This is an optimization exercise on Yosys and OpenROAD, whose aim is small area, a short achievable clock period and few clock cycles, not a production implementation.
Where RTL was checked, it was by simulation tests only, not by an equivalence proof against the original.

run 1:
==> flow/design.v <==
module huffman(clk, reset, gray_valid, gray_data, CNT_valid, CNT1, CNT2, CNT3, CNT4, CNT5, CNT6,code_valid, HC1, HC2, HC3, HC4, HC5, HC6, M1, M2, M3, M4, M5, M6);
input clk;
input reset;
input gray_valid;
input [7:0] gray_data;
output reg CNT_valid;
output [7:0] CNT1, CNT2, CNT3, CNT4, CNT5, CNT6;
output reg code_valid;
output [7:0] HC1, HC2, HC3, HC4, HC5, HC6;
output [7:0] M1, M2, M3, M4, M5, M6;
integer i;
function lt7;
	input [6:0] a, b;
	reg [6:0] l, g;
	reg l10, g10, l32, g32, l54, g54, l30, g30, l64, g64;
	begin
		l = ~a & b;
		g = a & ~b;
		l10 = l[1] | (~g[1] & l[0]);	g10 = g[1] | (~l[1] & g[0]);
		l32 = l[3] | (~g[3] & l[2]);	g32 = g[3] | (~l[3] & g[2]);
		l54 = l[5] | (~g[5] & l[4]);	g54 = g[5] | (~l[5] & g[4]);
		l30 = l32 | (~g32 & l10);	g30 = g32 | (~l32 & g10);
		l64 = l[6] | (~g[6] & l54);	g64 = g[6] | (~l[6] & g54);
		lt7 = l64 | (~g64 & l30);
	end
endfunction
reg [3:0] st;
reg mv;
reg srt, slast, mrg;
wire img_end = (st == 4'd1) & ~gray_valid;
wire [3:0] st_n = (st == 4'd0) ? {3'd0, gray_valid} :
		(st == 4'd1) ? (gray_valid ? 4'd1 : 4'd2) :
		(st == 4'd12) ? 4'd12 : (mv ? st + 4'd1 : st);
always @(posedge clk or posedge reset)
	if (reset) begin
		st <= 4'd0;
		mv <= 1'b0;
		srt <= 1'b0;
		slast <= 1'b0;
		mrg <= 1'b0;
		CNT_valid <= 1'b0;
		code_valid <= 1'b0;
	end else begin
		st <= st_n;
		mv <= img_end | ((srt | mrg) & (~mv | (st_n == 4'd11)));
		srt <= (st_n >= 4'd2) & (st_n <= 4'd6);
		slast <= (st_n == 4'd6);
		mrg <= (st_n >= 4'd7) & (st_n <= 4'd11);
		CNT_valid <= img_end;
		code_valid <= (st == 4'd11) & mv;
	end
reg [6:0] Q [0:5];
assign CNT1 = {1'b0, Q[5]};
assign CNT2 = {1'b0, Q[0]};
assign CNT3 = {1'b0, Q[1]};
assign CNT4 = {1'b0, Q[2]};
assign CNT5 = {1'b0, Q[3]};
assign CNT6 = {1'b0, Q[4]};
wire [5:1] unsorted = {1'b0, st <= 4'd2, st <= 4'd3, st <= 4'd4, st <= 4'd5};
wire [5:1] lt_c;
genvar g;
generate
	for (g = 1; g < 6; g = g + 1) begin : cmp
		assign lt_c[g] = unsorted[g] | lt7(Q[g], Q[0]);
	end
endgenerate
reg [5:1] lt_r;
always @(posedge clk or posedge reset)
	if (reset)
		lt_r <= 5'd0;
	else
		lt_r <= lt_c;
wire [7:0] lt = {2'b00, lt_r, 1'b1};
wire [6:0] addA = Q[0] + Q[1];
wire [6:0] addB = Q[1] + Q[2];
wire [6:0] S = (addA & {7{~lt[2]}}) | (addB & {7{lt[2]}});
wire [5:0] inc;
assign inc[0] = gray_valid & (gray_data[2:0] == 3'd2);
assign inc[1] = gray_valid & (gray_data[2:0] == 3'd3);
assign inc[2] = gray_valid & (gray_data[2:0] == 3'd4);
assign inc[3] = gray_valid & (gray_data[2:0] == 3'd5);
assign inc[4] = gray_valid & (gray_data[2:0] == 3'd6);
assign inc[5] = gray_valid & (gray_data[2:0] == 3'd1);
wire sm = mv & srt & ~slast;
wire mm = mv & (slast | mrg);
reg [6:0] Qn [0:5];
reg [6:0] Qc [0:5];
reg selB, selC, selD;
always @(*) begin
	for (i = 0; i < 6; i = i + 1)
		Qc[i] = Q[i] + {6'd0, inc[i]};
	selB = sm & lt[1];
	Qn[0] = (Qc[0] & {7{~(selB | mm)}}) | (Q[1] & {7{selB}}) | (S & {7{mm}});
	for (i = 1; i < 5; i = i + 1) begin
		selB = (sm & lt[i+1]) | (mm & ~lt[i+2] & ~lt[i+1]);
		selC = mm & lt[i+2];
		selD = (sm & ~lt[i+1] & lt[i]) | (mm & ~lt[i+2] & lt[i+1]);
		Qn[i] = (Qc[i] & {7{~(selB | selC | selD)}}) | (Q[(i+1)%6] & {7{selB}})
			| (Q[(i+2)%6] & {7{selC}}) | (Q[0] & {7{selD}});
	end
	selD = sm & lt[5];
	Qn[5] = (Qc[5] & {7{~(selD | mm)}}) | (Q[0] & {7{selD}}) | {7{mm}};
end
always @(posedge clk or posedge reset)
	if (reset) begin
		for (i = 0; i < 6; i = i + 1)
			Q[i] <= 7'd0;
	end else begin
		for (i = 0; i < 6; i = i + 1)
			Q[i] <= Qn[i];
	end
wire [2:0] ins = {lt[4], lt[2] & ~lt[4], (lt[1] & ~lt[2]) | (lt[3] & ~lt[4]) | lt[5]};
function [2:0] place;
	input [2:0] m;
	place = (m == 3'd0) ? 3'd0 : (m == 3'd1) ? 3'd5 : m - 3'd1;
endfunction
reg [2:0] nv [0:7];
always @(*) begin
	if (mm) begin
		nv[0] = place(ins);
		for (i = 1; i < 5; i = i + 1)
			nv[i] = lt[i] ? place(i - 1) : place(i);
		nv[5] = slast ? (lt[5] ? place(4) : place(5)) : place(ins);
	end else if (sm) begin
		nv[0] = ins;
		for (i = 1; i < 6; i = i + 1)
			nv[i] = lt[i] ? i - 1 : i;
	end else begin
		for (i = 0; i < 6; i = i + 1)
			nv[i] = i;
	end
	nv[6] = 3'd6;
	nv[7] = 3'd7;
end
reg [2:0] P [0:5];
reg [4:0] T [0:5];
reg [4:0] H [0:5];
reg lo, hi;
always @(posedge clk or posedge reset)
	if (reset) begin
		P[0] <= 3'd5;
		for (i = 1; i < 6; i = i + 1)
			P[i] <= i - 1;
		for (i = 0; i < 6; i = i + 1) begin
			T[i] <= 5'd0;
			H[i] <= 5'd0;
		end
	end else begin
		for (i = 0; i < 6; i = i + 1) begin
			P[i] <= nv[P[i]];
			lo = mv & mrg & (P[i] == 3'd0);
			hi = mv & mrg & (P[i] == 3'd5);
			T[i] <= T[i] | ({5{lo | hi}} & {T[i][3:0], 1'b1});
			H[i] <= H[i] | ({5{lo}} & {T[i][3:0], 1'b1} & ~T[i]);
		end
	end
assign HC1 = {3'b0, H[0]};	assign M1 = {3'b0, T[0][4:1], 1'b1};
assign HC2 = {3'b0, H[1]};	assign M2 = {3'b0, T[1][4:1], 1'b1};
assign HC3 = {3'b0, H[2]};	assign M3 = {3'b0, T[2][4:1], 1'b1};
assign HC4 = {3'b0, H[3]};	assign M4 = {3'b0, T[3][4:1], 1'b1};
assign HC5 = {3'b0, H[4]};	assign M5 = {3'b0, T[4][4:1], 1'b1};
assign HC6 = {3'b0, H[5]};	assign M6 = {3'b0, T[5][4:1], 1'b1};
endmodule
==> flow/config.mk <==
export PLATFORM = sky130hd
export DESIGN_NAME = huffman
export DESIGN_NICKNAME = huffman
export VERILOG_FILES = /design/flow/design.v
export SDC_FILE = /design/flow/constraint.sdc
export NUM_CORES = 4
export LEC_CHECK = 0
export CAP_MARGIN = 20
export CORE_MARGIN = 2
export CORE_UTILIZATION = 40
export SETUP_SLACK_MARGIN = 3.0
export SLEW_MARGIN = 20
==> flow/constraint.sdc <==
create_clock -name core_clock -period 5.0 [get_ports {clk}]
set_input_delay 1.0000 -clock core_clock [delete_from_list [all_inputs] [get_ports {clk}]]
set_output_delay 1.0000 -clock core_clock [all_outputs]
set_load 0.01 [all_outputs]
standard.sh (not shown) runs the stock make flow with config.mk's settings and CLKGATE_MAP_FILE= SYNTH_SCRIPT=/design/flow/synth_recipe.tcl, a recipe that flattens the netlist after the stock synthesis.
==> flow/flow/run.sh <==
#!/bin/bash
# Own flow: the standard synthesis and layout (standard.sh), with the
# port buffers made of the smallest plain buffer cell. The make output goes
# to layout.log here.
set -euo pipefail
bash standard.sh BUFFER_PORTS_ARGS="-buffer_cell sky130_fd_sc_hd__buf_1" finish > "$PWD/layout.log" 2>&1
Run 1 completed; timing, DRC and antenna clean
The inputs of run 5 differ from those of run 1 as listed below.
--- a/flow/design.v
+++ b/flow/design.v
@@ -86,11 +86,11 @@
 reg [6:0] Qn [0:5];
 reg [6:0] Qc [0:5];
 reg selB, selC, selD;
 always @(*) begin
 	for (i = 0; i < 6; i = i + 1)
-		Qc[i] = Q[i] + {6'd0, inc[i]};
+		Qc[i] = inc[i] ? Q[i] + 7'd1 : Q[i];
 	selB = sm & lt[1];
 	Qn[0] = (Qc[0] & {7{~(selB | mm)}}) | (Q[1] & {7{selB}}) | (S & {7{mm}});
 	for (i = 1; i < 5; i = i + 1) begin
 		selB = (sm & lt[i+1]) | (mm & ~lt[i+2] & ~lt[i+1]);
 		selC = mm & lt[i+2];
@@ -119,25 +119,21 @@
 	if (mm) begin
 		nv[0] = place(ins);
 		for (i = 1; i < 5; i = i + 1)
 			nv[i] = lt[i] ? place(i - 1) : place(i);
 		nv[5] = slast ? (lt[5] ? place(4) : place(5)) : place(ins);
-	end else if (sm) begin
+	end else begin
 		nv[0] = ins;
 		for (i = 1; i < 6; i = i + 1)
 			nv[i] = lt[i] ? i - 1 : i;
-	end else begin
-		for (i = 0; i < 6; i = i + 1)
-			nv[i] = i;
 	end
-	nv[6] = 3'd6;
-	nv[7] = 3'd7;
+	nv[6] = 3'd0;
+	nv[7] = 3'd0;
 end
 reg [2:0] P [0:5];
 reg [4:0] T [0:5];
 reg [4:0] H [0:5];
-reg lo, hi;
 always @(posedge clk or posedge reset)
 	if (reset) begin
 		P[0] <= 3'd5;
 		for (i = 1; i < 6; i = i + 1)
 			P[i] <= i - 1;
@@ -145,15 +141,17 @@
 			T[i] <= 5'd0;
 			H[i] <= 5'd0;
 		end
 	end else begin
 		for (i = 0; i < 6; i = i + 1) begin
-			P[i] <= nv[P[i]];
-			lo = mv & mrg & (P[i] == 3'd0);
-			hi = mv & mrg & (P[i] == 3'd5);
-			T[i] <= T[i] | ({5{lo | hi}} & {T[i][3:0], 1'b1});
-			H[i] <= H[i] | ({5{lo}} & {T[i][3:0], 1'b1} & ~T[i]);
+			if (mv)
+				P[i] <= nv[P[i]];
+			if (mv & mrg & ((P[i] == 3'd0) | (P[i] == 3'd5))) begin
+				T[i] <= {T[i][3:0], 1'b1};
+				if (P[i] == 3'd0)
+					H[i] <= H[i] | ({T[i][3:0], 1'b1} & ~T[i]);
+			end
 		end
 	end
 assign HC1 = {3'b0, H[0]};	assign M1 = {3'b0, T[0][4:1], 1'b1};
 assign HC2 = {3'b0, H[1]};	assign M2 = {3'b0, T[1][4:1], 1'b1};
 assign HC3 = {3'b0, H[2]};	assign M3 = {3'b0, T[2][4:1], 1'b1};
Results
Run 5 vs run 1: shortest period the worst path allows down in run 5. Non-clock buffer count delta for run 5 relative to run 1: 5.6% lower. Run 5 vs. run 1: placeable core area went up by 0.31%. Delta (run 5 minus run 1): design area lost about 2.2%, smallest setup slack after layout went up 0.20 ns. Compared with run 1, run 5 shows a lower met1 layer usage reported by global route. | final cell count | run 5 vs run 1 | ≈ equal |.
Testbench counts of run 5, summed over its fixed seeds: cycles 47,600.
Only the layout flow was run in run 1; the RTL was not checked for function there.

## what the ideal ports hide
The flow's constraints put no driver on any port. The routed layouts listed below were extracted and timed again, unchanged, in two steps.
Step 1: set_driving_cell puts a clkbuf_16 on clk and a buf_2 on each other input, an assumption about the parent block.
Step 2 times the ports against the registers' clock, not the clock port: input delays grow and output delays shrink by t, the midpoint of the rising clock arrivals with the driver on.
Three values: ideal, step 1, step 2; two values: the first two.
run	t (ns)	slack for setup (ns)	hold WS [ns]	worst register clock-pin slew, ns	worst data-port slew with drivers (ns)
run 1	0.469	2.651 / 2.651 / 2.386	0.453 / 0.453 / 0.453	0.07 / 0.07	0.06
run 5	0.469	2.850 / 2.850 / 2.562	0.458 / 0.458 / 0.458	0.07 / 0.07	0.05
After both steps every run listed still meets setup and hold. For run 5, which loses most, drivers alone change the setup slack by 0.000 ns; drivers and shift together by -0.288 ns.
